This design comes from an exercise in tuning for small area on the open sky130 flow, not from production work. No functional check of the RTL was part of any run shown here.

## flow/design.v (module list and top-level ports; edited modules follow where they fit)
// module cordic_sin_cos: 757 lines
module cordic_sin_cos (
    input clk, input rst_n,
    input signed [31:0] angle, input pre_vaild,
    output signed [31:0] sin, output signed [31:0] cos, output post_vaild);
  // ...
==> flow/flow/run.sh <==
#!/bin/bash
set -euo pipefail
export BUFFER_PORTS_ARGS="-buffer_cell sky130_fd_sc_hd__buf_1"
export CTS_ARGS="-sink_clustering_enable -repair_clock_nets -dont_use_dummy_load -buf_list sky130_fd_sc_hd__clkbuf_8 -sink_clustering_size 20 -sink_clustering_max_diameter 50"
bash standard.sh > standard.log 2>&1
==> flow/standard.sh <==
#!/bin/bash
# synth_recipe.tcl (not shown) runs the flow's synth.tcl, then flattens the netlist and writes it again
# the make line also repeats each setting of config.mk as NAME=value (left out here)
make -C /OpenROAD-flow-scripts/flow DESIGN_CONFIG=/design/flow/config.mk WORK_HOME=/design/flow/orfs CLKGATE_MAP_FILE= SYNTH_SCRIPT=/design/flow/synth_recipe.tcl "${@:-finish}"
==> flow/config.mk <==
export PLATFORM = sky130hd
export DESIGN_NAME = cordic_sin_cos
export DESIGN_NICKNAME = cordic_sin_cos
export VERILOG_FILES = /design/flow/design.v
export SDC_FILE = /design/flow/constraint.sdc
export NUM_CORES = 4
export LEC_CHECK = 0
export CAP_MARGIN = 20
export CORE_MARGIN = 2
export CORE_UTILIZATION = 40
export SLEW_MARGIN = 20
==> flow/constraint.sdc <==
create_clock -name core_clock -period 6.0 [get_ports {clk}]
set_input_delay 1.2000 -clock core_clock [delete_from_list [all_inputs] [get_ports {clk}]]
set_output_delay 1.2000 -clock core_clock [all_outputs]
set_load 0.01 [all_outputs]
==> results.json, run 1 <==
{
  "global_route.usage.total": 0.188,
  "placedInstanceArea_sq_mm": 0.0261,
  "dr.pass1.iters": 9,
  "finalHoldViolations": 0,
  "fin_area_sq_mm": 0.0266,
  "diodes": 1,
  "global_route.overflow_total": 0,
  "bufAreaShareNonClock": 0.0347,
  "detailroute.wirelength.met2_mm": 29.8,
  "timing.max_cap.violations": 0,
  "dpl.hpwl_mm": 48.4,
  "drtAntennaViolNets": 0,
  "cts_tree": "yes",
  "timing.rr.start": "x11_q5[14]$_DFF_P_",
  "final_util": 0.432,
  "status": "timing/DRC/antenna clean",
  "hold_path.startpoint": "d14_q5$_DFF_P_",
  "post-route-drc-count": 0,
  "cts_made_buffers": 31,
  "cp-end-kind": "primary output",
  "worst_hold_path.num_cells": 0,
  "rrSetupSlack_ns": 0.36,
  "layout.filler_cells": 6395,
  "synth_xor_xnor_area_share": 0.198,
  "post_synth_mux_area_share": 0.0186,
  "place.port_buffers": 92,
  "synth.distinct_cells": 115,
  "cts.reportedPaths.clkPinSlew_ns": 0.08,
  "post_synth_fa_ha_maj_area_fraction": 0.115,
  "worstMarginPinSlew_ns": 0.987,
  "global_route.peak_usage_layer": "met2",
  "slowest_stage_delay_cp_ns": 0.47,
  "path_cells": "inv_1, maj3_1, o21ai_0, xor2_1, ha_1, a21o_1, a21oi_1, nor2_1, or4_1, nor2_1, nand3_1, nand2_1, xor2_1, buf_4, buf_1",
  "cts.repair.resized": 1,
  "dr_wl_met3_mm": 2.80,
  "n_all_inverters": 180
}
==> run 2, diff against run 1 <==
--- a/flow/design.v
+++ b/flow/design.v
@@ -39,60 +39,46 @@
 wire [12:0] t5 = (ts5 == 4'd0) ? 13'd3382 : (ts5 == 4'd1) ? 13'd6320 : (ts5 == 4'd2) ? 13'd7404 : (ts5 == 4'd3) ? 13'd2150 : (ts5 == 4'd4) ? 13'd5174 : (ts5 == 4'd5) ? 13'd8112 : (ts5 == 4'd6) ? 13'd1004 : (ts5 == 4'd7) ? 13'd3942 : (ts5 == 4'd8) ? 13'd4250 : (ts5 == 4'd9) ? 13'd7188 : (ts5 == 4'd10) ? 13'd80 : (ts5 == 4'd11) ? 13'd3018 : (ts5 == 4'd12) ? 13'd6042 : (ts5 == 4'd13) ? 13'd788 : (ts5 == 4'd14) ? 13'd1872 : 13'd4810;
 wire [12:0] h5 = h1_q1[12:0] + t5;
 wire d5 = ~h5_q2[12];
 wire signed [16:0] hs5 = {{4{h5_q2[12]}}, h5_q2};
 wire [1:0] cm6;
 assign cm6[0] = hs5 >= -17'sd1833;
 assign cm6[1] = hs5 >= 17'sd1833;
 wire d6 = cm6[{d5}];
-wire [3:0] cm7;
-assign cm7[0] = hs5 >= -17'sd2750;
-assign cm7[1] = hs5 >= 17'sd916;
-assign cm7[2] = hs5 >= -17'sd916;
-assign cm7[3] = hs5 >= 17'sd2750;
-wire d7 = cm7[{d6,d5}];
-wire [7:0] cm8;
-assign cm8[0] = hs5 >= -17'sd3208;
-assign cm8[1] = hs5 >= 17'sd458;
-assign cm8[2] = hs5 >= -17'sd1374;
-assign cm8[3] = hs5 >= 17'sd2292;
-assign cm8[4] = hs5 >= -17'sd2292;
-assign cm8[5] = hs5 >= 17'sd1374;
-assign cm8[6] = hs5 >= -17'sd458;
-assign cm8[7] = hs5 >= 17'sd3208;
-wire d8 = cm8[{d7,d6,d5}];
-wire [3:0] ts9 = {d8,d7,d6,d5};
-wire [8:0] t9 = (ts9 == 4'd0) ? 9'd365 : (ts9 == 4'd1) ? 9'd283 : (ts9 == 4'd2) ? 9'd67 : (ts9 == 4'd3) ? 9'd497 : (ts9 == 4'd4) ? 9'd473 : (ts9 == 4'd5) ? 9'd391 : (ts9 == 4'd6) ? 9'd175 : (ts9 == 4'd7) ? 9'd93 : (ts9 == 4'd8) ? 9'd419 : (ts9 == 4'd9) ? 9'd337 : (ts9 == 4'd10) ? 9'd121 : (ts9 == 4'd11) ? 9'd39 : (ts9 == 4'd12) ? 9'd15 : (ts9 == 4'd13) ? 9'd445 : (ts9 == 4'd14) ? 9'd229 : 9'd147;
-wire [8:0] h9 = h5_q2[8:0] + t9;
+wire [1:0] ts7 = {d6,d5};
+wire [10:0] t7 = (ts7 == 2'd0) ? 11'd702 : (ts7 == 2'd1) ? 11'd1132 : (ts7 == 2'd2) ? 11'd916 : 11'd1346;
+wire [10:0] h7 = h5_q2[10:0] + t7;
+wire d7 = ~h7[10];
+wire signed [14:0] hs7 = {{4{h7[10]}}, h7};
+wire [1:0] cm8;
+assign cm8[0] = hs7 >= -15'sd458;
+assign cm8[1] = hs7 >= 15'sd458;
+wire d8 = cm8[{d7}];
+wire [1:0] ts9 = {d8,d7};
+wire [8:0] t9 = (ts9 == 2'd0) ? 9'd175 : (ts9 == 2'd1) ? 9'd283 : (ts9 == 2'd2) ? 9'd229 : 9'd337;
+wire [8:0] h9 = h7[8:0] + t9;
 wire d9 = ~h9_q3[8];
 wire signed [12:0] hs9 = {{4{h9_q3[8]}}, h9_q3};
 wire [1:0] cm10;
 assign cm10[0] = hs9 >= -13'sd115;
 assign cm10[1] = hs9 >= 13'sd115;
 wire d10 = cm10[{d9}];
-wire [3:0] cm11;
-assign cm11[0] = hs9 >= -13'sd172;
-assign cm11[1] = hs9 >= 13'sd58;
-assign cm11[2] = hs9 >= -13'sd58;
-assign cm11[3] = hs9 >= 13'sd172;
-wire d11 = cm11[{d10,d9}];
-wire [7:0] cm12;
-assign cm12[0] = hs9 >= -13'sd201;
-assign cm12[1] = hs9 >= 13'sd29;
-assign cm12[2] = hs9 >= -13'sd87;
-assign cm12[3] = hs9 >= 13'sd143;
-assign cm12[4] = hs9 >= -13'sd143;
-assign cm12[5] = hs9 >= 13'sd87;
-assign cm12[6] = hs9 >= -13'sd29;
-assign cm12[7] = hs9 >= 13'sd201;
-wire d12 = cm12[{d11,d10,d9}];
-wire [3:0] ts13 = {d12,d11,d10,d9};
-wire [4:0] t13 = (ts13 == 4'd0) ? 5'd23 : (ts13 == 4'd1) ? 5'd17 : (ts13 == 4'd2) ? 5'd5 : (ts13 == 4'd3) ? 5'd31 : (ts13 == 4'd4) ? 5'd29 : (ts13 == 4'd5) ? 5'd23 : (ts13 == 4'd6) ? 5'd11 : (ts13 == 4'd7) ? 5'd5 : (ts13 == 4'd8) ? 5'd27 : (ts13 == 4'd9) ? 5'd21 : (ts13 == 4'd10) ? 5'd9 : (ts13 == 4'd11) ? 5'd3 : (ts13 == 4'd12) ? 5'd1 : (ts13 == 4'd13) ? 5'd27 : (ts13 == 4'd14) ? 5'd15 : 5'd9;
-wire [4:0] h13 = h9_q3[4:0] + t13;
+wire [1:0] ts11 = {d10,d9};
+wire [6:0] t11 = (ts11 == 2'd0) ? 7'd44 : (ts11 == 2'd1) ? 7'd70 : (ts11 == 2'd2) ? 7'd58 : 7'd84;
+wire [6:0] h11 = h9_q3[6:0] + t11;
+wire d11 = ~h11[6];
+wire signed [10:0] hs11 = {{4{h11[6]}}, h11};
+wire [1:0] cm12;
+assign cm12[0] = hs11 >= -11'sd29;
+assign cm12[1] = hs11 >= 11'sd29;
+wire d12 = cm12[{d11}];
+wire [1:0] ts13 = {d12,d11};
+wire [4:0] t13 = (ts13 == 2'd0) ? 5'd11 : (ts13 == 2'd1) ? 5'd17 : (ts13 == 2'd2) ? 5'd15 : 5'd21;
+wire [4:0] h13 = h11[4:0] + t13;
 wire d13 = ~h13[4];
 wire signed [8:0] hs13 = {{4{h13[4]}}, h13};
 wire [1:0] cm14;
 assign cm14[0] = hs13 >= -9'sd7;
 assign cm14[1] = hs13 >= 9'sd7;
 wire d14 = cm14[{d13}];
 wire [3:0] cm15;
 assign cm15[0] = hs13 >= -9'sd11;
==> run 2 against run 1 <==
  * Fmax grew 1.6%
  * Global-route usage grew 0.58 points
  * Die area shrank 0.24%
  * Sequential share of layout area shrank 0.068 points
  * Worst hold slack lost 0.015 ns
  * Cell count is essentially flat
  * Register-to-register slack gained 0.06 ns
  * Clock skew shrank 0.0055 ns
==> results.json, run 2 <==
{
  "worstMarginPinSlew_ns": 0.880,
  "synth.distinct_cells": 93,
  "gpl_wtd_cong": 1.00,
  "mostFrequentLayoutCell": "sky130_fd_sc_hd__xnor2_1",
  "die-width_microns": 253,
  "cts_made_buffers": 31,
  "avgSynthCellArea_sq_um": 7.92,
  "timing.max_cap.violations": 0,
  "fin_cells": 4021,
  "critical_path.startpoint": "y15_q7[15]$_DFF_P_",
  "worst_slew_slack_as_a_fraction_of_its_limit": 0.411,
  "ctsHoldBuffers": 0,
  "global_route.usage.total": 0.193,
  "critical_path_class": "reg -> out",
  "num_vias": 21960,
  "grt_start_max_net_pins": 85,
  "status": "timing/DRC/antenna clean",
  "cts.reportedPaths.clkPinSlew_ns": 0.09,
  "global_route.overflow_total": 0,
  "rr_endpoint": "x11_q5[16]$_DFF_P_",
  "mappedNetlistNets": 3394,
  "final.setup.worst_slack_ns": 0.421,
  "grt_first_pass_wirelength_mm": 104,
  "area_fraction_in_compound_gates_after_synthesis": 0.212,
  "setup-violations-final": 0,
  "rrSetupSlack_ns": 0.42,
  "dominantRegCellSynth": "sky130_fd_sc_hd__dfxtp_1",
  "post_synth_fa_ha_maj_area_fraction": 0.125,
  "dpl.hpwl_mm": 49.9,
  "initialDrtViolationCount": 1722,
  "final_cell_mix": "411 x sky130_fd_sc_hd__xnor2_1, 240 x sky130_fd_sc_hd__dfxtp_1, 224 x sky130_fd_sc_hd__nor2_1",
  "synth_simple_gate_area_frac": 0.180,
  "drtAntennaViolNets": 0,
  "fraction_of_registers_with_async_set_or_reset_after_synthesis": 0.0277,
  "numPlacedInstances": 3989,
  "worstSetupPathDepth": 18,
  "timing.critical_path.max_delay_family": "simple AND/OR/NAND/NOR gates",
  "main_combinational_cell_family_by_area_after_synthesis": "compound AO/OA/AOI/OAI gates",
  "chipHeight_microns": 253,
  "cts-root-to-sink-buffers": 3,
  "critPathMaxFanout": 11,
  "synth_top_area_frac": 0.198,
  "netlist_instances": 3139,
  "reg2reg_depth": 20,
  "die-area_sq_mm": 0.0642,
  "cell_taking_the_most_area_after_synthesis": "sky130_fd_sc_hd__dfxtp_1",
  "fin_area_sq_mm": 0.0267,
  "post_route_cells_drive_above_1_share": 0.0587,
  "cp-end-kind": "primary output",
  "yosys-top-cells-area": "sky130_fd_sc_hd__dfxtp_1 20%, sky130_fd_sc_hd__xnor2_1 15%, sky130_fd_sc_hd__ha_1 8.7%",
  "worstHoldPathType": "reg -> reg",
  "htreeDepth": 1,
  "cp_data_arrival_time_ns": 4.38,
  "post_synth_mux_area_share": 0.0177,
  "post-route-drc-count": 0,
  "synth.yosys.seq_area_share": 0.205,
  "skew_ns": 0.0597,
  "cts_tree": "yes",
  "synthesis.area_sq_mm": 0.0249,
  "path_cells": "inv_1, ha_1, mux2_2, ha_1, inv_1, mux2i_1, xnor2_1, ha_1, a21o_1, a21oi_1, nor2_1, buf_4, nor3_1, nor3b_1, a31oi_1, nor3_1, xnor2_1, buf_1",
  "worst-path-buf-inv": 4,
  "finalCriticalPeriod_ns": 5.58,
  "viasPerCell": 5.46,
  "ioPinCount": 100,
  "final-max-slew-violation-count": 0,
  "number_of_antenna_violations_at_the_first_check_in_global_routing": 1,
  "dr.pass1.iters": 6,
  "cell_with_the_most_instances_after_synthesis": "sky130_fd_sc_hd__xnor2_1",
  "number_of_global_route_vias_before_repair": 20521,
  "worst_path_max_delay_cell": "sky130_fd_sc_hd__dfxtp_2",
  "postSynthRegisterBits": 253,
  "wl_per_cell_microns": 15.7,
  "finalHoldViolations": 0,
  "placementRows": 91,
  "nets": 3440,
  "dpl_worst_slack_ns": 0.141,
  "clockRootBuffer": "sky130_fd_sc_hd__clkbuf_8",
  "synth.yosys.warnings": 1,
  "cpMostUsedCell": "sky130_fd_sc_hd__ha_1",
  "post_synth_most_frequent_cells": "414 x sky130_fd_sc_hd__xnor2_1, 246 x sky130_fd_sc_hd__dfxtp_1, 224 x sky130_fd_sc_hd__nor2_1",
  "timing.rr.start": "x9_q4[9]$_DFF_P_",
  "initial_cell_density_of_the_core": 0.404,
  "route.final.wire_length_mm": 63.2,
  "clock-sinks": 253,
  "critical_path.startpoint_type": "register",
  "synth_xor_xnor_area_share": 0.202,
  "slowest_stage_delay_cp_ns": 0.44,
  "synth_enable_flop_cells": 0,
  "placedInstanceArea_sq_mm": 0.0262,
  "crit_path_to": "cos[16]",
  "core-area_sq_mm": 0.0616,
  "fmax_achieved_mhz": 179,
  "cp.required_ns": 4.80,
  "rsz0062_at_grt": "yes",
  "place.port_buffers": 92,
  "synthToLayoutAreaGrowth_pct": 7.53,
  "timing.final.crit_share": 0.930,
  "worst_hold_slack_ns": 0.298,
  "worstSkewPairLatency_ns": 0.64
}
-- run 2: cell count changes after synthesis, sizes merged, moves of 17 or more --
cell / before / now
nor2: 250 / 224
buf: 72 / 45
nor3: 82 / 65
a21oi: 237 / 202
clkbuf: 104 / 122
-- run 2: cell type report --
| cell class | count | area (sq um) |
|---|---|---|
| multi-input cells | 2532 | 18500 |
| repair buffers | 180 | 1010 |
| well taps | 837 | 1050 |
| clock buffers | 31 | 427 |
| inverters | 187 | 702 |
| fillers | 6305 | 34900 |
| flip-flops and latches | 253 | 5110 |
| diodes | 1 | 2.50 |
-- run 2: repair_timing --
item | CTS | global route
endpoints found under the setup margin | 1 | 46
setup buffers | 0 | 0
gates resized for setup | 1 | 14
-- run 2: cell families after synthesis --
group,count (synthesis)
multiplexers,42
flip-flops,253
buffers and inverters,354
AND/OR/NAND/NOR,890
adder cells (fa/ha/maj),221
AO/OA/AOI/OAI,814
XOR/XNOR,565
-- run 2: how the worst min path moves through the flow --
stage	startpoint	end	slack [ns]	depth (start not counted)
global route	d15_q5$_DFF_P_	d15_q6$_DFF_P_	0.30	0
detailed placement	s_q3$_DFF_P_	s_q4$_DFF_P_	0.31	0
finish	d13_q4$_DFF_P_	d13_q5$_DFF_P_	0.30	0
global placement	d15_q4$_DFF_P_	d15_q5$_DFF_P_	0.31	0
floorplan	d0_q1$_DFF_P_	d0_q2$_DFF_P_	0.31	0
CTS	d13_q4$_DFF_P_	d13_q5$_DFF_P_	0.30	0
-- run 2: layer usage --
metal  routed length (microns)  global-route usage  part of all wire
met1                     28200               0.252              0.45
met2                     29300               0.326              0.46
met4                      2230              0.0671             0.035
met3                      3420              0.0251             0.054
met5                         0                   0                 0
-- run 2: through the flow --
step / utilization / setup TNS (ns)
5_1_grt: 0.434 / -0.00467
2_1_floorplan: - / 0
6_report: 0.434 / 0
4_1_cts: 0.433 / 0
3_5_place_dp: 0.426 / 0
3_3_place_gp: 0.426 / 0

## what the ideal ports hide
How much do the figures lean on ideal ports? The routed layouts below were timed once more, with nothing changed but the port constraints. Step 1 sets driving cells, clkbuf_16 on the clock port and buf_2 on the other inputs (assumed; they add their load-dependent delay and slew). Step 2 times the ports against the registers' clock, not the clock port: input delays grow and output delays shrink by t, the midpoint of the rising clock arrivals with the driver on. Three values: no drivers, after step 1, after step 2; two values: the first two.
| run | t, ns | setup slack, ns | hold slack, ns | worst setup path at the end | latest minus earliest clock arrival (ns) |
|---|---|---|---|---|---|
| run 1 | 0.678 | 0.332 / 0.272 / 0.360 | 0.313 / 0.313 / 0.313 | register to register | 0.084 / 0.084 |
| run 2 | 0.670 | 0.421 / 0.361 / 0.423 | 0.298 / 0.298 / 0.298 | register to register | 0.060 / 0.060 |
After both steps setup and hold are still met in every run listed.
